Source: an optimization exercise on an open RTL-to-GDS flow (aim: small area). Production flows keep margins and buffers that such runs may drop. The RTL was checked by simulation tests, not by an equivalence proof against the original design. Power figures rest on the tool's default switching activity, not on a simulated workload.

==> run.sh <==
#!/bin/bash
# synth_recipe.tcl (not shown) runs the flow's synth.tcl, then flattens the netlist and writes it again
# the make line also repeats each setting of config.mk as NAME=value (left out here)
make -C /OpenROAD-flow-scripts/flow DESIGN_CONFIG=/design/flow/config.mk WORK_HOME=/design/flow/orfs CLKGATE_MAP_FILE= SYNTH_SCRIPT=/design/flow/synth_recipe.tcl finish
==> config.mk <==
export PLATFORM = sky130hd
export DESIGN_NAME = dkong_audio
export DESIGN_NICKNAME = dkong_audio
export VERILOG_FILES = /design/flow/design.v
export SDC_FILE = /design/flow/constraint.sdc
export NUM_CORES = 4
export LEC_CHECK = 0
export CAP_MARGIN = 20
export CORE_MARGIN = 2
export CORE_UTILIZATION = 40
export SLEW_MARGIN = 20
==> constraint.sdc <==
create_clock -name core_clock -period 40.0 [get_ports {clk}]
set_input_delay 8.0000 -clock core_clock [delete_from_list [all_inputs] [get_ports {clk}]]
set_output_delay 8.0000 -clock core_clock [all_outputs]
set_load 0.01 [all_outputs]
==> design.v <==
module dkong_audio (
	input         clk,
	input         rst_n,
	input         dkjr,
	input   [7:0] snd_dat,
	input         decay_n,
	input   [2:0] sw,
	input   [7:0] wav_rom_do,
	output reg [15:0] sound,
	output [18:0] wav_rom_a
);
reg [8:0] cnt;
reg       en;
always @(posedge clk or negedge rst_n) begin
	if (!rst_n) begin
		cnt <= 9'd0;
		en  <= 1'b0;
	end else begin
		en  <= (cnt == 9'd499);
		cnt <= (cnt == 9'd499) ? 9'd0 : cnt + 9'd1;
	end
end
wire last = (cnt == 9'd499);    
function [14:0] exp_lut;
	input [7:0] idx;
	begin
		case (idx)
      8'd0: exp_lut = 15'h000A;
      8'd1: exp_lut = 15'h001D;
      8'd2: exp_lut = 15'h0030;
      8'd3: exp_lut = 15'h0043;
      8'd4: exp_lut = 15'h0056;
      8'd5: exp_lut = 15'h0069;
      8'd6: exp_lut = 15'h007C;
      8'd7: exp_lut = 15'h0090;
      8'd8: exp_lut = 15'h00A3;
      8'd9: exp_lut = 15'h00B7;
      8'd10: exp_lut = 15'h00CA;
      8'd11: exp_lut = 15'h00DE;
      8'd12: exp_lut = 15'h00F2;
      8'd13: exp_lut = 15'h0106;
      8'd14: exp_lut = 15'h011A;
      8'd15: exp_lut = 15'h012E;
      8'd16: exp_lut = 15'h0142;
      8'd17: exp_lut = 15'h0156;
      8'd18: exp_lut = 15'h016A;
      8'd19: exp_lut = 15'h017E;
      8'd20: exp_lut = 15'h0193;
      8'd21: exp_lut = 15'h01A7;
      8'd22: exp_lut = 15'h01BC;
      8'd23: exp_lut = 15'h01D1;
      8'd24: exp_lut = 15'h01E5;
      8'd25: exp_lut = 15'h01FA;
      8'd26: exp_lut = 15'h020F;
      8'd27: exp_lut = 15'h0224;
      8'd28: exp_lut = 15'h0239;
      8'd29: exp_lut = 15'h024F;
      8'd30: exp_lut = 15'h0264;
      8'd31: exp_lut = 15'h0279;
      8'd32: exp_lut = 15'h028F;
      8'd33: exp_lut = 15'h02A5;
      8'd34: exp_lut = 15'h02BA;
      8'd35: exp_lut = 15'h02D0;
      8'd36: exp_lut = 15'h02E6;
      8'd37: exp_lut = 15'h02FC;
      8'd38: exp_lut = 15'h0312;
      8'd39: exp_lut = 15'h0328;
      8'd40: exp_lut = 15'h033F;
      8'd41: exp_lut = 15'h0355;
      8'd42: exp_lut = 15'h036C;
      8'd43: exp_lut = 15'h0382;
      8'd44: exp_lut = 15'h0399;
      8'd45: exp_lut = 15'h03B0;
      8'd46: exp_lut = 15'h03C7;
      8'd47: exp_lut = 15'h03DE;
      8'd48: exp_lut = 15'h03F5;
      8'd49: exp_lut = 15'h040C;
      8'd50: exp_lut = 15'h0424;
      8'd51: exp_lut = 15'h043B;
      8'd52: exp_lut = 15'h0453;
      8'd53: exp_lut = 15'h046B;
      8'd54: exp_lut = 15'h0483;
      8'd55: exp_lut = 15'h049B;
      8'd56: exp_lut = 15'h04B3;
      8'd57: exp_lut = 15'h04CB;
      8'd58: exp_lut = 15'h04E3;
      8'd59: exp_lut = 15'h04FC;
      8'd60: exp_lut = 15'h0514;
      8'd61: exp_lut = 15'h052D;
      8'd62: exp_lut = 15'h0546;
      8'd63: exp_lut = 15'h055F;
      8'd64: exp_lut = 15'h0578;
      8'd65: exp_lut = 15'h0591;
      8'd66: exp_lut = 15'h05AB;
      8'd67: exp_lut = 15'h05C4;
      8'd68: exp_lut = 15'h05DE;
      8'd69: exp_lut = 15'h05F8;
      8'd70: exp_lut = 15'h0612;
      8'd71: exp_lut = 15'h062C;
      8'd72: exp_lut = 15'h0646;
      8'd73: exp_lut = 15'h0661;
      8'd74: exp_lut = 15'h067B;
      8'd75: exp_lut = 15'h0696;
      8'd76: exp_lut = 15'h06B1;
      8'd77: exp_lut = 15'h06CC;
      8'd78: exp_lut = 15'h06E7;
      8'd79: exp_lut = 15'h0702;
      8'd80: exp_lut = 15'h071D;
      8'd81: exp_lut = 15'h0739;
      8'd82: exp_lut = 15'h0755;
      8'd83: exp_lut = 15'h0771;
      8'd84: exp_lut = 15'h078D;
      8'd85: exp_lut = 15'h07A9;
      8'd86: exp_lut = 15'h07C5;
      8'd87: exp_lut = 15'h07E2;
      8'd88: exp_lut = 15'h07FF;
      8'd89: exp_lut = 15'h081C;
      8'd90: exp_lut = 15'h0839;
      8'd91: exp_lut = 15'h0856;
      8'd92: exp_lut = 15'h0873;
      8'd93: exp_lut = 15'h0891;
      8'd94: exp_lut = 15'h08AF;
      8'd95: exp_lut = 15'h08CD;
      8'd96: exp_lut = 15'h08EB;
      8'd97: exp_lut = 15'h0909;
      8'd98: exp_lut = 15'h0928;
      8'd99: exp_lut = 15'h0947;
      8'd100: exp_lut = 15'h0966;
      8'd101: exp_lut = 15'h0985;
      8'd102: exp_lut = 15'h09A4;
      8'd103: exp_lut = 15'h09C4;
      8'd104: exp_lut = 15'h09E4;
      8'd105: exp_lut = 15'h0A04;
      8'd106: exp_lut = 15'h0A24;
      8'd107: exp_lut = 15'h0A44;
      8'd108: exp_lut = 15'h0A65;
      8'd109: exp_lut = 15'h0A86;
      8'd110: exp_lut = 15'h0AA7;
      8'd111: exp_lut = 15'h0AC8;
      8'd112: exp_lut = 15'h0AEA;
      8'd113: exp_lut = 15'h0B0C;
      8'd114: exp_lut = 15'h0B2E;
      8'd115: exp_lut = 15'h0B50;
      8'd116: exp_lut = 15'h0B72;
      8'd117: exp_lut = 15'h0B95;
      8'd118: exp_lut = 15'h0BB8;
      8'd119: exp_lut = 15'h0BDC;
      8'd120: exp_lut = 15'h0BFF;
      8'd121: exp_lut = 15'h0C23;
      8'd122: exp_lut = 15'h0C47;
      8'd123: exp_lut = 15'h0C6B;
      8'd124: exp_lut = 15'h0C90;
      8'd125: exp_lut = 15'h0CB5;
      8'd126: exp_lut = 15'h0CDA;
      8'd127: exp_lut = 15'h0D00;
      8'd128: exp_lut = 15'h0D25;
      8'd129: exp_lut = 15'h0D4B;
      8'd130: exp_lut = 15'h0D72;
      8'd131: exp_lut = 15'h0D99;
      8'd132: exp_lut = 15'h0DC0;
      8'd133: exp_lut = 15'h0DE7;
      8'd134: exp_lut = 15'h0E0F;
      8'd135: exp_lut = 15'h0E37;
      8'd136: exp_lut = 15'h0E5F;
      8'd137: exp_lut = 15'h0E88;
      8'd138: exp_lut = 15'h0EB1;
      8'd139: exp_lut = 15'h0EDA;
      8'd140: exp_lut = 15'h0F04;
      8'd141: exp_lut = 15'h0F2E;
      8'd142: exp_lut = 15'h0F58;
      8'd143: exp_lut = 15'h0F83;
      8'd144: exp_lut = 15'h0FAE;
      8'd145: exp_lut = 15'h0FDA;
      8'd146: exp_lut = 15'h1006;
      8'd147: exp_lut = 15'h1033;
      8'd148: exp_lut = 15'h105F;
      8'd149: exp_lut = 15'h108D;
      8'd150: exp_lut = 15'h10BA;
      8'd151: exp_lut = 15'h10E9;
      8'd152: exp_lut = 15'h1117;
      8'd153: exp_lut = 15'h1146;
      8'd154: exp_lut = 15'h1176;
      8'd155: exp_lut = 15'h11A6;
      8'd156: exp_lut = 15'h11D6;
      8'd157: exp_lut = 15'h1207;
      8'd158: exp_lut = 15'h1239;
      8'd159: exp_lut = 15'h126B;
      8'd160: exp_lut = 15'h129D;
      8'd161: exp_lut = 15'h12D0;
      8'd162: exp_lut = 15'h1304;
      8'd163: exp_lut = 15'h1338;
      8'd164: exp_lut = 15'h136D;
      8'd165: exp_lut = 15'h13A2;
      8'd166: exp_lut = 15'h13D8;
      8'd167: exp_lut = 15'h140F;
      8'd168: exp_lut = 15'h1446;
      8'd169: exp_lut = 15'h147E;
      8'd170: exp_lut = 15'h14B6;
      8'd171: exp_lut = 15'h14EF;
      8'd172: exp_lut = 15'h1529;
      8'd173: exp_lut = 15'h1564;
      8'd174: exp_lut = 15'h159F;
      8'd175: exp_lut = 15'h15DB;
      8'd176: exp_lut = 15'h1618;
      8'd177: exp_lut = 15'h1655;
      8'd178: exp_lut = 15'h1694;
      8'd179: exp_lut = 15'h16D3;
      8'd180: exp_lut = 15'h1713;
      8'd181: exp_lut = 15'h1754;
      8'd182: exp_lut = 15'h1795;
      8'd183: exp_lut = 15'h17D8;
      8'd184: exp_lut = 15'h181C;
      8'd185: exp_lut = 15'h1860;
      8'd186: exp_lut = 15'h18A6;
      8'd187: exp_lut = 15'h18EC;
      8'd188: exp_lut = 15'h1934;
      8'd189: exp_lut = 15'h197D;
      8'd190: exp_lut = 15'h19C7;
      8'd191: exp_lut = 15'h1A12;
      8'd192: exp_lut = 15'h1A5E;
      8'd193: exp_lut = 15'h1AAB;
      8'd194: exp_lut = 15'h1AFA;
      8'd195: exp_lut = 15'h1B4A;
      8'd196: exp_lut = 15'h1B9B;
      8'd197: exp_lut = 15'h1BEE;
      8'd198: exp_lut = 15'h1C42;
      8'd199: exp_lut = 15'h1C98;
      8'd200: exp_lut = 15'h1CEF;
      8'd201: exp_lut = 15'h1D48;
      8'd202: exp_lut = 15'h1DA3;
      8'd203: exp_lut = 15'h1DFF;
      8'd204: exp_lut = 15'h1E5D;
      8'd205: exp_lut = 15'h1EBD;
      8'd206: exp_lut = 15'h1F1F;
      8'd207: exp_lut = 15'h1F83;
      8'd208: exp_lut = 15'h1FE9;
      8'd209: exp_lut = 15'h2052;
      8'd210: exp_lut = 15'h20BC;
      8'd211: exp_lut = 15'h2129;
      8'd212: exp_lut = 15'h2199;
      8'd213: exp_lut = 15'h220B;
      8'd214: exp_lut = 15'h2280;
      8'd215: exp_lut = 15'h22F8;
      8'd216: exp_lut = 15'h2373;
      8'd217: exp_lut = 15'h23F2;
      8'd218: exp_lut = 15'h2473;
      8'd219: exp_lut = 15'h24F9;
      8'd220: exp_lut = 15'h2582;
      8'd221: exp_lut = 15'h260F;
      8'd222: exp_lut = 15'h26A1;
      8'd223: exp_lut = 15'h2737;
      8'd224: exp_lut = 15'h27D1;
      8'd225: exp_lut = 15'h2871;
      8'd226: exp_lut = 15'h2917;
      8'd227: exp_lut = 15'h29C2;
      8'd228: exp_lut = 15'h2A74;
      8'd229: exp_lut = 15'h2B2D;
      8'd230: exp_lut = 15'h2BED;
      8'd231: exp_lut = 15'h2CB5;
      8'd232: exp_lut = 15'h2D86;
      8'd233: exp_lut = 15'h2E60;
      8'd234: exp_lut = 15'h2F45;
      8'd235: exp_lut = 15'h3035;
      8'd236: exp_lut = 15'h3131;
      8'd237: exp_lut = 15'h323C;
      8'd238: exp_lut = 15'h3356;
      8'd239: exp_lut = 15'h3483;
      8'd240: exp_lut = 15'h35C3;
      8'd241: exp_lut = 15'h371A;
      8'd242: exp_lut = 15'h388B;
      8'd243: exp_lut = 15'h3A1B;
      8'd244: exp_lut = 15'h3BD0;
      8'd245: exp_lut = 15'h3DB0;
      8'd246: exp_lut = 15'h3FC6;
      8'd247: exp_lut = 15'h421F;
      8'd248: exp_lut = 15'h44CE;
      8'd249: exp_lut = 15'h47F0;
      8'd250: exp_lut = 15'h4BB3;
      8'd251: exp_lut = 15'h5069;
      8'd252: exp_lut = 15'h56B8;
      8'd253: exp_lut = 15'h604C;
      8'd254: exp_lut = 15'h74E6;
      8'd255: exp_lut = 15'h7FFF;
			default: exp_lut = 15'h0000;
		endcase
	end
endfunction
reg [8:0]  dsample;
reg        dpls;
reg [7:0]  expval;
reg [7:0]  index;
reg [14:0] count;
reg [15:0] dlat;       
always @(posedge clk or negedge rst_n) begin
	if (!rst_n) begin
		dsample <= 9'd0;
		dpls <= 1'b0;
		expval <= 8'd255;
		count <= 15'd0;
		index <= 8'd0;
		dlat <= 16'd0;
	end else begin
		dsample <= dsample + 9'd1;
		dpls <= (dsample == 9'd511);
		if (dpls) begin
			if (!decay_n) begin
				count <= (count == 15'h7FF0) ? 15'h7FF0 : count + 15'd1;
				if (count == exp_lut(index)) begin
					index <= (index == 8'd255) ? 8'd255 : index + 8'd1;
					expval <= (expval == 8'd0) ? 8'd0 : expval - 8'd1;
				end
			end else begin
				expval <= (expval == 8'd255) ? 8'd255 : expval + 8'd1;
				count <= 15'd0;
				index <= 8'd0;
			end
			dlat <= {~snd_dat[7], snd_dat[6:0], expval};
		end
	end
end
reg [11:0] wsample;
reg        wpls;
always @(posedge clk or negedge rst_n) begin
	if (!rst_n) begin
		wsample <= 12'd0;
		wpls <= 1'b0;
	end else begin
		wsample <= (wsample == 12'd2228) ? 12'd0 : wsample + 12'd1;
		wpls <= (wsample == 12'd2228);
	end
end
wire foot_rq = sw[2] & ~dkjr;
wire jump_rq = sw[1] & ~dkjr;
reg old_foot, old_jump, jedge;
reg busy, mj, mf;
reg [14:0] ad;
wire fedge = ~old_foot & foot_rq;
wire trig = (~busy & (jedge | fedge)) | (busy & mf & jedge);
wire [14:0] ad_end = mj ? 15'h2E20 : mf ? 15'h4750 : 15'h1750;
always @(posedge clk or negedge rst_n) begin
	if (!rst_n) begin
		old_foot <= 1'b0;
		old_jump <= 1'b0;
		jedge <= 1'b0;
		busy <= 1'b0;
		mj <= 1'b0;
		mf <= 1'b0;
		ad <= 15'd0;
	end else begin
		old_foot <= foot_rq;
		old_jump <= jump_rq;
		jedge <= ~old_jump & jump_rq;
		if (trig) begin
			busy <= 1'b1;
			mj <= jedge;
			mf <= ~jedge;
			ad <= jedge ? 15'h1000 : 15'h3000;
		end else if (wpls) begin
			if (ad == ad_end)
				busy <= 1'b0;
			else
				ad <= ad + 15'd1;
		end
	end
end
assign wav_rom_a = {4'b0010, ad};
reg [21:0] sqc;
reg        sq_uf;
reg [14:0] s1;
always @(posedge clk or negedge rst_n) begin
	if (!rst_n) begin
		sqc <= 22'd0;
		sq_uf <= 1'b0;
		s1 <= 15'd0;
	end else begin
		sqc <= (sqc < 22'd2637382) ? sqc + 22'd1 : 22'd0;
		if (en) begin
			sq_uf <= (sqc < 22'd1318691);
			if (sq_uf)
				s1 <= (s1 < 15'd16356) ? s1 + 15'd28 : 15'd16384;
			else
				s1 <= (s1 > 15'd28) ? s1 - 15'd28 : 15'd0;
		end
	end
end
reg [12:0] ws;
always @(posedge clk or negedge rst_n) begin
	if (!rst_n)
		ws <= 13'd0;
	else if (en) begin
		if (sw[0])
			ws <= (ws < 13'd6799) ? ws + 13'd27 : 13'd6826;
		else
			ws <= (ws > 13'd27) ? ws - 13'd27 : 13'd0;
	end
end
reg [15:0] c5;
reg [15:0] CH, CG, CF;
reg        uf5;
reg [2:0]  a5;        
wire [16:0] wl5 = {1'b0, CH} + 17'd15179;
always @(posedge clk or negedge rst_n) begin
	if (!rst_n) begin
		c5 <= 16'd0;
		uf5 <= 1'b0;
		a5 <= 3'd0;
		CH <= 16'd14769;
	end else begin
		c5 <= ({1'b0, c5} < wl5) ? c5 + 16'd1 : 16'd0;
		if (cnt == 9'd7) CH <= CG;
		if (cnt == 9'd8) CH <= CF;
		if (en) begin
			uf5 <= (c5 < CH);
			case (a5)
				3'd0: a5 <= uf5 ? 3'd1 : 3'd0;
				3'd1: a5 <= uf5 ? 3'd2 : 3'd0;
				3'd2: a5 <= uf5 ? 3'd3 : 3'd1;
				3'd3: a5 <= uf5 ? 3'd3 : 3'd4;
				3'd4: a5 <= uf5 ? 3'd3 : 3'd5;
				3'd5: a5 <= uf5 ? 3'd4 : 3'd0;
				default: a5 <= 3'd0;
			endcase
		end
	end
end
reg [13:0] vsh;
reg [6:0]  rr;
reg [6:0]  dcur;
wire [7:0] dt = {rr, vsh[13]};
wire       dge = dt >= {1'b0, dcur};
wire [7:0] dsub = dt - {1'b0, dcur};
wire [9:0] tl = 10'd256 + vsh[9:0];
wire [6:0] nla = tl[9] ? {1'b1, tl[8:3]} : {1'b0, tl[7:2]};
reg  [8:0] nl;
always @* begin
	case (nla)
      7'd0: nl = 9'd0;
      7'd1: nl = 9'd4;
      7'd2: nl = 9'd7;
      7'd3: nl = 9'd11;
      7'd4: nl = 9'd15;
      7'd5: nl = 9'd19;
      7'd6: nl = 9'd22;
      7'd7: nl = 9'd26;
      7'd8: nl = 9'd30;
      7'd9: nl = 9'd33;
      7'd10: nl = 9'd37;
      7'd11: nl = 9'd40;
      7'd12: nl = 9'd43;
      7'd13: nl = 9'd47;
      7'd14: nl = 9'd50;
      7'd15: nl = 9'd54;
      7'd16: nl = 9'd56;
      7'd17: nl = 9'd60;
      7'd18: nl = 9'd63;
      7'd19: nl = 9'd66;
      7'd20: nl = 9'd69;
      7'd21: nl = 9'd72;
      7'd22: nl = 9'd75;
      7'd23: nl = 9'd78;
      7'd24: nl = 9'd81;
      7'd25: nl = 9'd84;
      7'd26: nl = 9'd87;
      7'd27: nl = 9'd90;
      7'd28: nl = 9'd92;
      7'd29: nl = 9'd95;
      7'd30: nl = 9'd98;
      7'd31: nl = 9'd101;
      7'd32: nl = 9'd103;
      7'd33: nl = 9'd106;
      7'd34: nl = 9'd108;
      7'd35: nl = 9'd111;
      7'd36: nl = 9'd114;
      7'd37: nl = 9'd117;
      7'd38: nl = 9'd119;
      7'd39: nl = 9'd121;
      7'd40: nl = 9'd124;
      7'd41: nl = 9'd126;
      7'd42: nl = 9'd128;
      7'd43: nl = 9'd131;
      7'd44: nl = 9'd133;
      7'd45: nl = 9'd136;
      7'd46: nl = 9'd138;
      7'd47: nl = 9'd140;
      7'd48: nl = 9'd143;
      7'd49: nl = 9'd145;
      7'd50: nl = 9'd147;
      7'd51: nl = 9'd149;
      7'd52: nl = 9'd152;
      7'd53: nl = 9'd154;
      7'd54: nl = 9'd156;
      7'd55: nl = 9'd158;
      7'd56: nl = 9'd160;
      7'd57: nl = 9'd162;
      7'd58: nl = 9'd164;
      7'd59: nl = 9'd167;
      7'd60: nl = 9'd169;
      7'd61: nl = 9'd171;
      7'd62: nl = 9'd173;
      7'd63: nl = 9'd175;
      7'd64: nl = 9'd177;
      7'd65: nl = 9'd181;
      7'd66: nl = 9'd185;
      7'd67: nl = 9'd189;
      7'd68: nl = 9'd192;
      7'd69: nl = 9'd196;
      7'd70: nl = 9'd200;
      7'd71: nl = 9'd203;
      7'd72: nl = 9'd207;
      7'd73: nl = 9'd211;
      7'd74: nl = 9'd214;
      7'd75: nl = 9'd218;
      7'd76: nl = 9'd221;
      7'd77: nl = 9'd224;
      7'd78: nl = 9'd228;
      7'd79: nl = 9'd231;
      7'd80: nl = 9'd234;
      7'd81: nl = 9'd237;
      7'd82: nl = 9'd241;
      7'd83: nl = 9'd243;
      7'd84: nl = 9'd246;
      7'd85: nl = 9'd250;
      7'd86: nl = 9'd252;
      7'd87: nl = 9'd255;
      7'd88: nl = 9'd259;
      7'd89: nl = 9'd262;
      7'd90: nl = 9'd264;
      7'd91: nl = 9'd267;
      7'd92: nl = 9'd270;
      7'd93: nl = 9'd273;
      7'd94: nl = 9'd275;
      7'd95: nl = 9'd278;
      7'd96: nl = 9'd281;
      7'd97: nl = 9'd284;
      7'd98: nl = 9'd286;
      7'd99: nl = 9'd289;
      7'd100: nl = 9'd291;
      7'd101: nl = 9'd294;
      7'd102: nl = 9'd296;
      7'd103: nl = 9'd299;
      7'd104: nl = 9'd301;
      7'd105: nl = 9'd304;
      7'd106: nl = 9'd306;
      7'd107: nl = 9'd309;
      7'd108: nl = 9'd311;
      7'd109: nl = 9'd313;
      7'd110: nl = 9'd316;
      7'd111: nl = 9'd318;
      7'd112: nl = 9'd320;
      7'd113: nl = 9'd323;
      7'd114: nl = 9'd325;
      7'd115: nl = 9'd327;
      7'd116: nl = 9'd329;
      7'd117: nl = 9'd332;
      7'd118: nl = 9'd334;
      7'd119: nl = 9'd336;
      7'd120: nl = 9'd338;
      7'd121: nl = 9'd340;
      7'd122: nl = 9'd342;
      7'd123: nl = 9'd344;
      7'd124: nl = 9'd346;
      7'd125: nl = 9'd348;
      7'd126: nl = 9'd350;
      7'd127: nl = 9'd352;
		default: nl = 9'd0;
	endcase
end
reg signed [23:0] A;
reg [15:0] xr0, xr1, xr2, y0, y1, P, wo, l3, h2, lw2, h1;
reg [13:0] lw1, m, l4;
reg [7:0]  rnd;
wire [15:0] env = (a5 != 3'd0) ? h1 : 16'd0;
wire l3_pos = ~l3[15] & (l3 != 16'd0);
wire l3_ltm4 = l3[15] & (l3 < 16'hFFFC);
reg clr, neg, sh;
reg [4:0] src;
reg wr_x0, wr_y0, wr_y1, wr_P, wr_wo, wr_l3, wr_h2, wr_lw2, wr_h1, wr_lw1, wr_l4, wr_m, wr_CG, wr_CF;
reg lfsr, vload, dload, dstep;
always @* begin
	clr = 0; neg = 0; sh = 0; src = 0;
	wr_x0 = 0; wr_y0 = 0; wr_y1 = 0; wr_P = 0; wr_wo = 0; wr_l3 = 0; wr_h2 = 0; wr_lw2 = 0; wr_h1 = 0; wr_lw1 = 0; wr_l4 = 0; wr_m = 0; wr_CG = 0; wr_CF = 0;
	lfsr = 0; vload = 0; dload = 0; dstep = 0;
	case (cnt)
      9'd1: begin clr = 1; sh = 1; src = xr0[0] ? 5'd6 : 5'd0; end
      9'd2: begin sh = 1; src = xr0[1] ? 5'd6 : 5'd0; end
      9'd3: begin sh = 1; src = xr0[2] ? 5'd6 : 5'd0; end
      9'd4: begin sh = 1; src = xr0[3] ? 5'd6 : 5'd0; end
      9'd5: begin sh = 1; src = xr0[4] ? 5'd6 : 5'd0; end
      9'd6: begin sh = 1; src = xr0[5] ? 5'd6 : 5'd0; end
      9'd7: begin sh = 1; src = xr0[6] ? 5'd6 : 5'd0; end
      9'd8: begin sh = 1; src = xr0[7] ? 5'd6 : 5'd0; end
      9'd9: begin wr_x0 = 1; end
      9'd10: begin clr = 1; neg = 1; src = 5'd7; end
      9'd11: begin neg = 1; src = 5'd9; end
      9'd12: begin src = 5'd10; end
      9'd13: begin neg = 1; sh = 1; src = 5'd11; end
      9'd14: begin neg = 1; sh = 1; src = 5'd8; end
      9'd15: begin sh = 1; src = 5'd11; end
      9'd16: begin neg = 1; src = 5'd7; end
      9'd17: begin neg = 1; src = 5'd9; end
      9'd18: begin sh = 1; src = 5'd10; end
      9'd19: begin neg = 1; src = 5'd8; end
      9'd20: begin sh = 1; src = 5'd10; end
      9'd21: begin neg = 1; src = 5'd7; end
      9'd22: begin neg = 1; sh = 1; src = 5'd9; end
      9'd23: begin neg = 1; src = 5'd8; end
      9'd24: begin sh = 1; src = 5'd11; end
      9'd25: begin sh = 1; end
      9'd26: begin src = 5'd7; end
      9'd27: begin src = 5'd9; end
      9'd28: begin neg = 1; sh = 1; src = 5'd11; end
      9'd29: begin sh = 1; src = 5'd8; end
      9'd30: begin sh = 1; src = 5'd11; end
      9'd31: begin sh = 1; src = 5'd10; end
      9'd32: begin sh = 1; src = 5'd11; end
      9'd33: begin sh = 1; src = 5'd10; end
      9'd34: begin src = 5'd10; end
      9'd35: begin neg = 1; src = 5'd11; end
      9'd36: begin wr_y0 = 1; wr_y1 = 1; end
      9'd37: begin clr = 1; sh = 1; src = 5'd10; end
      9'd38: begin sh = 1; end
      9'd39: begin src = 5'd12; end
      9'd40: begin src = 5'd13; end
      9'd41: begin wr_P = 1; end
      9'd42: begin clr = 1; src = l3_ltm4 ? 5'd1 : 5'd14; end
      9'd43: begin src = l3_pos ? 5'd15 : 5'd0; end
      9'd44: begin wr_wo = 1; end
      9'd45: begin clr = 1; neg = 1; src = 5'd16; end
      9'd46: begin sh = 1; src = 5'd14; end
      9'd47: begin sh = 1; end
      9'd48: begin sh = 1; end
      9'd49: begin sh = 1; end
      9'd50: begin sh = 1; end
      9'd51: begin src = 5'd16; end
      9'd52: begin neg = 1; sh = 1; src = 5'd14; end
      9'd53: begin sh = 1; end
      9'd54: begin sh = 1; end
      9'd55: begin sh = 1; end
      9'd56: begin sh = 1; end
      9'd57: begin src = 5'd16; end
      9'd58: begin neg = 1; sh = 1; src = 5'd14; end
      9'd59: begin sh = 1; end
      9'd60: begin sh = 1; end
      9'd61: begin src = 5'd14; end
      9'd62: begin wr_l3 = 1; end
      9'd63: begin clr = 1; neg = 1; src = 5'd16; end
      9'd64: begin neg = 1; src = 5'd18; end
      9'd65: begin sh = 1; src = 5'd17; end
      9'd66: begin sh = 1; end
      9'd67: begin sh = 1; end
      9'd68: begin sh = 1; end
      9'd69: begin neg = 1; src = 5'd16; end
      9'd70: begin neg = 1; src = 5'd18; end
      9'd71: begin sh = 1; src = 5'd17; end
      9'd72: begin sh = 1; end
      9'd73: begin sh = 1; end
      9'd74: begin neg = 1; src = 5'd16; end
      9'd75: begin neg = 1; src = 5'd18; end
      9'd76: begin sh = 1; src = 5'd17; end
      9'd77: begin sh = 1; end
      9'd78: begin sh = 1; end
      9'd79: begin sh = 1; end
      9'd80: begin sh = 1; end
      9'd81: begin sh = 1; end
      9'd82: begin sh = 1; end
      9'd83: begin sh = 1; end
      9'd84: begin sh = 1; end
      9'd85: begin src = 5'd16; end
      9'd86: begin src = 5'd18; end
      9'd87: begin neg = 1; src = 5'd17; end
      9'd88: begin wr_h2 = 1; end
      9'd89: begin clr = 1; src = 5'd18; end
      9'd90: begin src = 5'd25; end
      9'd91: begin wr_lw2 = 1; end
      9'd92: begin clr = 1; neg = 1; src = 5'd19; end
      9'd93: begin neg = 1; src = 5'd21; end
      9'd94: begin sh = 1; src = 5'd20; end
      9'd95: begin sh = 1; end
      9'd96: begin src = 5'd19; end
      9'd97: begin src = 5'd21; end
      9'd98: begin neg = 1; sh = 1; src = 5'd20; end
      9'd99: begin sh = 1; end
      9'd100: begin src = 5'd19; end
      9'd101: begin src = 5'd21; end
      9'd102: begin neg = 1; sh = 1; src = 5'd20; end
      9'd103: begin sh = 1; end
      9'd104: begin neg = 1; src = 5'd19; end
      9'd105: begin neg = 1; src = 5'd21; end
      9'd106: begin sh = 1; src = 5'd20; end
      9'd107: begin sh = 1; end
      9'd108: begin sh = 1; end
      9'd109: begin sh = 1; end
      9'd110: begin sh = 1; end
      9'd111: begin sh = 1; end
      9'd112: begin sh = 1; end
      9'd113: begin sh = 1; end
      9'd114: begin sh = 1; end
      9'd115: begin sh = 1; end
      9'd116: begin src = 5'd19; end
      9'd117: begin src = 5'd21; end
      9'd118: begin neg = 1; src = 5'd20; end
      9'd119: begin wr_h1 = 1; end
      9'd120: begin clr = 1; src = 5'd21; end
      9'd121: begin src = 5'd25; end
      9'd122: begin wr_lw1 = 1; lfsr = 1; end
      9'd123: begin clr = 1; neg = 1; src = 5'd23; end
      9'd124: begin sh = 1; src = 5'd24; end
      9'd125: begin sh = 1; end
      9'd126: begin sh = 1; end
      9'd127: begin sh = 1; end
      9'd128: begin neg = 1; src = 5'd23; end
      9'd129: begin sh = 1; src = 5'd24; end
      9'd130: begin sh = 1; end
      9'd131: begin sh = 1; end
      9'd132: begin src = 5'd23; end
      9'd133: begin neg = 1; sh = 1; src = 5'd24; end
      9'd134: begin sh = 1; end
      9'd135: begin sh = 1; end
      9'd136: begin sh = 1; end
      9'd137: begin sh = 1; end
      9'd138: begin sh = 1; end
      9'd139: begin sh = 1; end
      9'd140: begin sh = 1; end
      9'd141: begin sh = 1; end
      9'd142: begin src = 5'd24; end
      9'd143: begin wr_l4 = 1; end
      9'd144: begin clr = 1; src = 5'd21; end
      9'd145: begin neg = 1; sh = 1; src = 5'd22; end
      9'd146: begin sh = 1; end
      9'd147: begin sh = 1; end
      9'd148: begin sh = 1; src = 5'd21; end
      9'd149: begin neg = 1; sh = 1; src = 5'd22; end
      9'd150: begin neg = 1; sh = 1; src = 5'd21; end
      9'd151: begin neg = 1; sh = 1; src = 5'd22; end
      9'd152: begin neg = 1; sh = 1; src = 5'd21; end
      9'd153: begin sh = 1; end
      9'd154: begin neg = 1; sh = 1; src = 5'd22; end
      9'd155: begin sh = 1; src = 5'd21; end
      9'd156: begin neg = 1; sh = 1; src = 5'd22; end
      9'd157: begin neg = 1; sh = 1; src = 5'd21; end
      9'd158: begin sh = 1; src = 5'd22; end
      9'd159: begin sh = 1; end
      9'd160: begin sh = 1; end
      9'd161: begin sh = 1; src = 5'd22; end
      9'd162: begin sh = 1; src = 5'd21; end
      9'd163: begin sh = 1; src = 5'd22; end
      9'd164: begin sh = 1; src = 5'd21; end
      9'd165: begin neg = 1; sh = 1; src = 5'd22; end
      9'd166: begin sh = 1; end
      9'd167: begin sh = 1; end
      9'd168: begin neg = 1; src = 5'd21; end
      9'd169: begin sh = 1; src = 5'd22; end
      9'd170: begin sh = 1; end
      9'd171: begin sh = 1; end
      9'd172: begin neg = 1; src = 5'd21; end
      9'd173: begin sh = 1; src = 5'd22; end
      9'd174: begin sh = 1; end
      9'd175: begin src = 5'd21; end
      9'd176: begin neg = 1; sh = 1; src = 5'd22; end
      9'd177: begin sh = 1; end
      9'd178: begin src = 5'd21; end
      9'd179: begin sh = 1; src = 5'd22; end
      9'd180: begin wr_m = 1; end
      9'd181: begin clr = 1; sh = 1; src = 5'd24; end
      9'd182: begin src = 5'd3; end
      9'd183: begin vload = 1; end
      9'd184: begin dstep = 1; end
      9'd185: begin dstep = 1; end
      9'd186: begin dstep = 1; end
      9'd187: begin dstep = 1; end
      9'd188: begin dstep = 1; end
      9'd189: begin dstep = 1; end
      9'd190: begin dstep = 1; end
      9'd191: begin dstep = 1; end
      9'd192: begin dstep = 1; end
      9'd193: begin dstep = 1; end
      9'd194: begin dstep = 1; end
      9'd195: begin dstep = 1; end
      9'd196: begin dstep = 1; end
      9'd197: begin dstep = 1; end
      9'd198: begin clr = 1; neg = 1; sh = 1; src = 5'd26; end
      9'd199: begin sh = 1; end
      9'd200: begin sh = 1; end
      9'd201: begin sh = 1; src = 5'd26; end
      9'd202: begin sh = 1; end
      9'd203: begin sh = 1; src = 5'd26; end
      9'd204: begin sh = 1; end
      9'd205: begin sh = 1; src = 5'd26; end
      9'd206: begin sh = 1; end
      9'd207: begin neg = 1; sh = 1; src = 5'd26; end
      9'd208: begin sh = 1; end
      9'd209: begin sh = 1; end
      9'd210: begin sh = 1; src = 5'd26; end
      9'd211: begin sh = 1; end
      9'd212: begin sh = 1; end
      9'd213: begin sh = 1; end
      9'd214: begin wr_CG = 1; end
      9'd215: begin clr = 1; src = 5'd2; end
      9'd216: begin neg = 1; sh = 1; src = 5'd24; end
      9'd217: begin src = 5'd4; end
      9'd218: begin sh = 1; end
      9'd219: begin sh = 1; end
      9'd220: begin sh = 1; end
      9'd221: begin sh = 1; end
      9'd222: begin sh = 1; end
      9'd223: begin sh = 1; end
      9'd224: begin sh = 1; end
      9'd225: begin dload = 1; end
      9'd226: begin clr = 1; sh = 1; src = 5'd24; end
      9'd227: begin src = 5'd3; end
      9'd228: begin vload = 1; end
      9'd229: begin dstep = 1; end
      9'd230: begin dstep = 1; end
      9'd231: begin dstep = 1; end
      9'd232: begin dstep = 1; end
      9'd233: begin dstep = 1; end
      9'd234: begin dstep = 1; end
      9'd235: begin dstep = 1; end
      9'd236: begin dstep = 1; end
      9'd237: begin dstep = 1; end
      9'd238: begin dstep = 1; end
      9'd239: begin dstep = 1; end
      9'd240: begin dstep = 1; end
      9'd241: begin dstep = 1; end
      9'd242: begin dstep = 1; end
      9'd243: begin clr = 1; neg = 1; sh = 1; src = 5'd26; end
      9'd244: begin sh = 1; end
      9'd245: begin sh = 1; end
      9'd246: begin sh = 1; src = 5'd26; end
      9'd247: begin sh = 1; end
      9'd248: begin sh = 1; src = 5'd26; end
      9'd249: begin sh = 1; end
      9'd250: begin sh = 1; src = 5'd26; end
      9'd251: begin sh = 1; end
      9'd252: begin neg = 1; sh = 1; src = 5'd26; end
      9'd253: begin sh = 1; end
      9'd254: begin sh = 1; end
      9'd255: begin sh = 1; src = 5'd26; end
      9'd256: begin sh = 1; end
      9'd257: begin sh = 1; end
      9'd258: begin sh = 1; end
      9'd259: begin wr_CF = 1; end
		default: ;
	endcase
end
wire [12:0] t_K5900 = 13'd5900;
wire [13:0] t_K10484 = 14'd10484;
wire [13:0] t_K15179 = 14'd15179;
wire [15:0] t_BB = {xr0[15:8], xr0[15:8]};
wire [15:0] t_X0 = xr0;
wire [15:0] t_X1 = xr1;
wire [15:0] t_X2 = xr2;
wire [15:0] t_Y0 = y0;
wire [15:0] t_Y1 = y1;
wire [11:0] t_Y0S4 = y0[15:4];
wire [15:0] t_O = wo;
wire [15:0] t_L3 = l3;
wire [14:0] t_L3S1 = l3[15:1];
wire [15:0] t_H2 = h2;
wire [15:0] t_LW2 = lw2;
wire [15:0] t_E = env;
wire [15:0] t_H1 = h1;
wire [13:0] t_LW1 = lw1;
wire [12:0] t_W = ws;
wire [14:0] t_S1 = s1;
wire [13:0] t_M = m;
wire [13:0] t_L4 = l4;
wire [2:0] t_NOISE = {1'b0, rnd[7:6]} - 3'd2;
wire [20:0] t_NLS = {nl, 12'd0};
reg [23:0] opv;
always @* begin
	case (src)
		5'd0: opv = {23'd0, 1'b0};
		5'd1: opv = {24{1'b1}};
		5'd2: opv = {23'd0, 1'b1};
		5'd3: opv = {11'd0, t_K5900};
		5'd4: opv = {10'd0, t_K10484};
		5'd5: opv = {10'd0, t_K15179};
		5'd6: opv = {{8{t_BB[15]}}, t_BB};
		5'd7: opv = {{8{t_X0[15]}}, t_X0};
		5'd8: opv = {{8{t_X1[15]}}, t_X1};
		5'd9: opv = {{8{t_X2[15]}}, t_X2};
		5'd10: opv = {{8{t_Y0[15]}}, t_Y0};
		5'd11: opv = {{8{t_Y1[15]}}, t_Y1};
		5'd12: opv = {{12{t_Y0S4[11]}}, t_Y0S4};
		5'd13: opv = {{8{t_O[15]}}, t_O};
		5'd14: opv = {{8{t_L3[15]}}, t_L3};
		5'd15: opv = {{9{t_L3S1[14]}}, t_L3S1};
		5'd16: opv = {{8{t_H2[15]}}, t_H2};
		5'd17: opv = {{8{t_LW2[15]}}, t_LW2};
		5'd18: opv = {{8{t_E[15]}}, t_E};
		5'd19: opv = {{8{t_H1[15]}}, t_H1};
		5'd20: opv = {{10{t_LW1[13]}}, t_LW1};
		5'd21: opv = {11'd0, t_W};
		5'd22: opv = {9'd0, t_S1};
		5'd23: opv = {10'd0, t_M};
		5'd24: opv = {10'd0, t_L4};
		5'd25: opv = {{21{t_NOISE[2]}}, t_NOISE};
		5'd26: opv = {3'd0, t_NLS};
		default: opv = 24'd0;
	endcase
end
wire [23:0] base = clr ? 24'd0 : A;
wire [23:0] sum = base + (opv ^ {24{neg}}) + {23'd0, neg};
always @(posedge clk)
	A <= sh ? {sum[23], sum[23:1]} : sum;
always @(posedge clk or negedge rst_n) begin
	if (!rst_n) begin
		xr0 <= 16'd0; xr1 <= 16'd0; xr2 <= 16'd0;
		y0 <= 16'd0; y1 <= 16'd0;
		wo <= 16'd0; l3 <= 16'd0; h2 <= 16'd0; lw2 <= 16'd0; h1 <= 16'd0;
		lw1 <= 14'd0; m <= 14'd0; l4 <= 14'd0;
		rnd <= 8'd255;
		CG <= 16'd14769; CF <= 16'd14769;
		dcur <= 7'd81;
	end else begin
		if (last) begin
			xr2 <= xr1;
			xr1 <= xr0;
			xr0 <= dlat;
		end
		if (wr_x0) xr0 <= A[15:0];
		if (wr_y0) begin y0 <= {A[23], A[14:0]}; y1 <= y0; end
		if (wr_wo) wo <= A[15:0];
		if (wr_l3) l3 <= A[15:0];
		if (wr_h2) h2 <= A[15:0];
		if (wr_lw2) lw2 <= A[15:0];
		if (wr_h1) h1 <= A[15:0];
		if (wr_lw1) lw1 <= A[13:0];
		if (wr_l4) l4 <= A[13:0];
		if (wr_m) m <= A[13:0];
		if (wr_CG) CG <= A[15:0];
		if (wr_CF) CF <= A[15:0];
		if (dload) dcur <= A[6:0];
		if (lfsr) rnd <= {rnd[6:5], rnd[4], rnd[3] ^ rnd[7], rnd[2] ^ rnd[7], rnd[1] ^ rnd[7], rnd[0], rnd[7]};
	end
end
always @(posedge clk) begin
	if (wr_P) P <= A[15:0];
	if (vload) begin
		vsh <= A[13:0];
		rr <= 7'd0;
	end else if (dstep) begin
		vsh <= {vsh[12:0], dge};
		rr <= dge ? dsub[6:0] : dt[6:0];
	end
end
wire [15:0] wav_term = dkjr ? 16'd0 : {{3{~wav_rom_do[7]}}, wav_rom_do[6:0], 6'b0};
always @(posedge clk)
	if (en)
		sound <= wav_term + P;
endmodule
==> results.txt <==
==> cell families (layout without fill, tap and decap cells) <==
| family | after synthesis | in the layout | share of synthesized area |
|---|---|---|---|
| flip-flops | 512 | 512 | 0.3732 |
| adder cells (fa/ha/maj) | 123 | 123 | 0.04482 |
| buffers and inverters | 420 | 357 | 0.04781 |
| AND/OR/NAND/NOR | 1408 | 1408 | 0.1969 |
| multiplexers | 285 | 285 | 0.09512 |
| AO/OA/AOI/OAI | 1059 | 1059 | 0.2007 |
| other | 2 | 4 | 0.0002166 |
| XOR/XNOR | 163 | 163 | 0.04118 |
==> worst max path at each step <==
| stage | from | to | slack [ns] | cells past startpoint |
|---|---|---|---|---|
| floorplan | dkjr | sound[15]$_DFFE_PP_ | 30.11 | 12 |
| CTS | dkjr | sound[15]$_DFFE_PP_ | 29.58 | 13 |
| global route | dkjr | ad[12]$_DFFE_PN0P_ | 29.31 | 10 |
| detailed placement | dkjr | sound[15]$_DFFE_PP_ | 28.91 | 13 |
| finish | dkjr | ad[12]$_DFFE_PN0P_ | 29.61 | 10 |
| global placement | dkjr | sound[15]$_DFFE_PP_ | 28.98 | 13 |
==> through the flow <==
step | utilization | cell area [sq um]
6_report | 0.4454 | 38110
5_1_grt | 0.4454 | 38110
4_1_cts | 0.4454 | 38110
3_5_place_dp | 0.4226 | 36150
3_3_place_gp | 0.4225 | 36140
2_1_floorplan | - | 34680
==> area by class of cell <==
type | instances | area (sq um) | area share
Tap cell | 1144 | 1431 | 0.03756
Multi-Input combinational cell | 3042 | 20160 | 0.5291
Timing Repair Buffer | 135 | 1167 | 0.03064
Sequential cell | 512 | 12950 | 0.3399
Clock buffer | 81 | 1608 | 0.04219
Clock inverter | 24 | 344.1 | 0.009030
Inverter | 117 | 439.2 | 0.01153
==> cell usage in the layout (no fill, tap or decap), types with 19 or more instances in the layout <==
cell type,instances
nand4_1,58
nand3_1,118
a21oi_1,242
o221ai_1,24
nor2b_1,57
and3_1,38
inv_1,114
nor2_1,327
xnor2_1,110
a21o_1,37
nor3_1,82
ha_1,117
a22oi_1,62
xor2_1,52
dfrtp_1,386
nor4_1,24
a211oi_1,45
dfstp_2,43
and2_1,36
a311oi_1,19
a221oi_1,30
clkdlybuf4s50_1,52
nand2_1,480
buf_4,80
a31oi_1,35
a22o_1,38
o22ai_1,42
dfxtp_1,31
edfxtp_1,46
o211ai_1,24
mux2_2,225
mux2i_1,45
or3_1,20
o21a_1,23
o21ai_0,269
clkbuf_16,58
nand2b_1,46
==> layer usage <==
layer | global-route usage | vias to the layer above | routed length [um]
met4 | 0.08279 | 0 | 3753
met5 | 0 | - | 0
met1 | 0.3552 | 15189 | 50660
met3 | 0.03984 | 255 | 9234
met2 | 0.3555 | 1436 | 46680
li1 | - | 14267 | -
==> where the power goes <==
part | switching (mW) | internal, mW
logic | 0.0183 | 0.0121
registers | 0.00445 | 0.527
clock network | 0.224 | 0.326
==> summary.md <==
### Power
- Static Leak: 16.15 nW
- peak supply drop: 0.02790 mV
- power per unit of standard cell area: 29.19 mW/mm^2
- overall power: 1.112 mW

### Clock network
- CTS tree: done
- TritonCTS sink count: 512
- CTS Hold Buffers Added: 0
- number of buffers inserted during clock tree synthesis: 56
- Root Driver: clkbuf_16
- # resized after CTS: 0
- maximum clock insertion buffer count: 3
- H-tree levels: 2
- buffers inserted by post-CTS timing repair: 0
- clock transition at the registers of the reported paths: 0.06 ns
- Clock Latency Late Sink: 0.62 ns

### Hold path
- startpoint of the tightest hold check path: old_jump$_DFF_PN0_
- type of the tightest min-delay check: reg -> reg
- WHS Endpoint: jedge$_DFF_PN0_
- hold path depth: 1

### Route
- router iterations before antenna repair: 8
- DRT Wirelength: 110,300 um
- DRC: 0
- wire length per cell: 21.82 um
- total vias in the final route: 31,147
- count of routing violations after the opening detailed-route iteration: 3,992
- remaining antenna violation count: 0
- Via-to-Cell Ratio: 6.162

### Placed design
- DP Wirelength: 74,480 um
- I/O Buffers: 53
- dpl ws: 28.91 ns
- global placer's final weighted congestion: 0.9600
- cell count after placement: 4,950

### Setup path
- arrival time at the worst endpoint: 10.88 ns
- RR Endpoint: A[22]$_DFF_P_
- slowest stage cell, crit path: clkdlybuf4s50_1
- kind of start point of the critical path: primary input
- Critical Path, Cell by Cell: clkdlybuf4s50_1, nor2b_1, nor3b_1, o21a_1, nand2b_1, nand4_1, nor2_1, nand4_1, xor2_1, nand2b_1
- reg2reg path depth: 30
- critical register-to-register path startpoint: cnt[3]$_DFF_PN0_
- worst path required time: 40.49 ns
- Crit Path Category: in -> reg
- cell class contributing the biggest share of worst-path delay: simple AND/OR/NAND/NOR gates
- worst reg-to-reg setup slack: 30.66 ns
- Buf/Inv on CP: 1
- maximum fanout count along the critical path: 16
- nature of the critical path endpoint: register
- Largest stage delay, worst path: 0.68 ns

### Synthesis
- most common library cells after synthesis: nand2_1, dfrtp_1, nor2_1
- share of synthesized area occupied by flip-flops and latches: 0.3732
- flip-flop and latch count after synthesis: 512
- mean instance size in the synthesized netlist: 8.729 sq um
- share of async-settable or async-resettable flops after synthesis: 0.8496
- count leader, synth: nand2_1
- Synth Flop Type: dfrtp_1
- share of Yosys cell area claimed by the top area cell type: 0.2829
- Post-Syn Instances: 3,972
- dominant cells by area after synthesis: dfrtp_1, mux2_2, nand2_1, ha_1, edfxtp_1
- leading area contributor after synthesis: dfrtp_1
- Synth warnings: 1
- Unique masters post-synth: 107
- synthesized area: 0.03467 sq mm
- count of flip-flops with a built-in enable after synthesis: 46

### STA
- post-route fraction of the period consumed by the critical path: 0.2597
- hold slack: 0.4023 ns
- Slew Viols, Final: 0
- relative slew slack: 0.2374
- final number of setup-violating endpoints: 0
- number of hold violations in the final report: 0
- minimum clock period: 10.39 ns
- setup repair after global routing missed its margin: no
- minimum setup slack in the final design: 29.61 ns
- Achievable Freq: 96.26 MHz
- setup_tns: 0 ns
- Worst Clk Skew: 0.01972 ns
- actual slew at the worst max-slew pin: 1.141 ns

### Final layout
- Ant. Diodes: 0
- final-stage net count: 4,007
- flip-flop count of the largest register after layout: 24
- fraction of layout cells with a size suffix above 1: 0.1324
- registers with the most flip-flops: A: 24 flops, sqc: 22 flops
- non-filler instance count after layout: 5,055
- post-synthesis to final-layout area growth: 9.902%
- Largest Register: A
- fill count: 8,360

### Die
- floorplan die area: 0.08905 sq mm
- Boundary Pins: 58
- Core Area: 0.08555 sq mm
- initial standard-cell utilization of the core: 0.4053
- standard-cell row count: 107
- DIE WIDTH: 298.4 um
- die height: 298.4 um

### Global routing
- total global routing overflow: 0
- vias in the first global route: 29,068
- All-Layer GR Usage: 0.2409
- global-route wire length before repair: 173,400 um
- pin count of the biggest net entering global routing: 161
- initial antenna violation count: 1

### Job
- max_cap viols: 0

### Run status
- result of the run: complete, no violations

## what the ideal ports hide
In the flow no input, the clock included, has a driving cell. The finished layout below was timed again as built, in two steps. Step 1 assumes that a clkbuf_16 drives the clock port and a buf_2 every other input. Step 2 moves the port delays by t, midway between the first and last clock arrival at a register: inputs arrive t later, outputs are due t later. That takes back most of the time a late clock gives input paths. Slacks: ideal ports / drivers / drivers and shift; pairs: ideal ports / drivers.
t, ns: 0.672
setup slack, ns: 29.611 / 29.655 / 28.983
worst hold slack (ns): 0.402 / 0.402 / 0.402
After both steps setup and hold are still met in this run. The setup slack of this run moves by +0.044 ns with the drivers and by -0.628 ns with both steps.
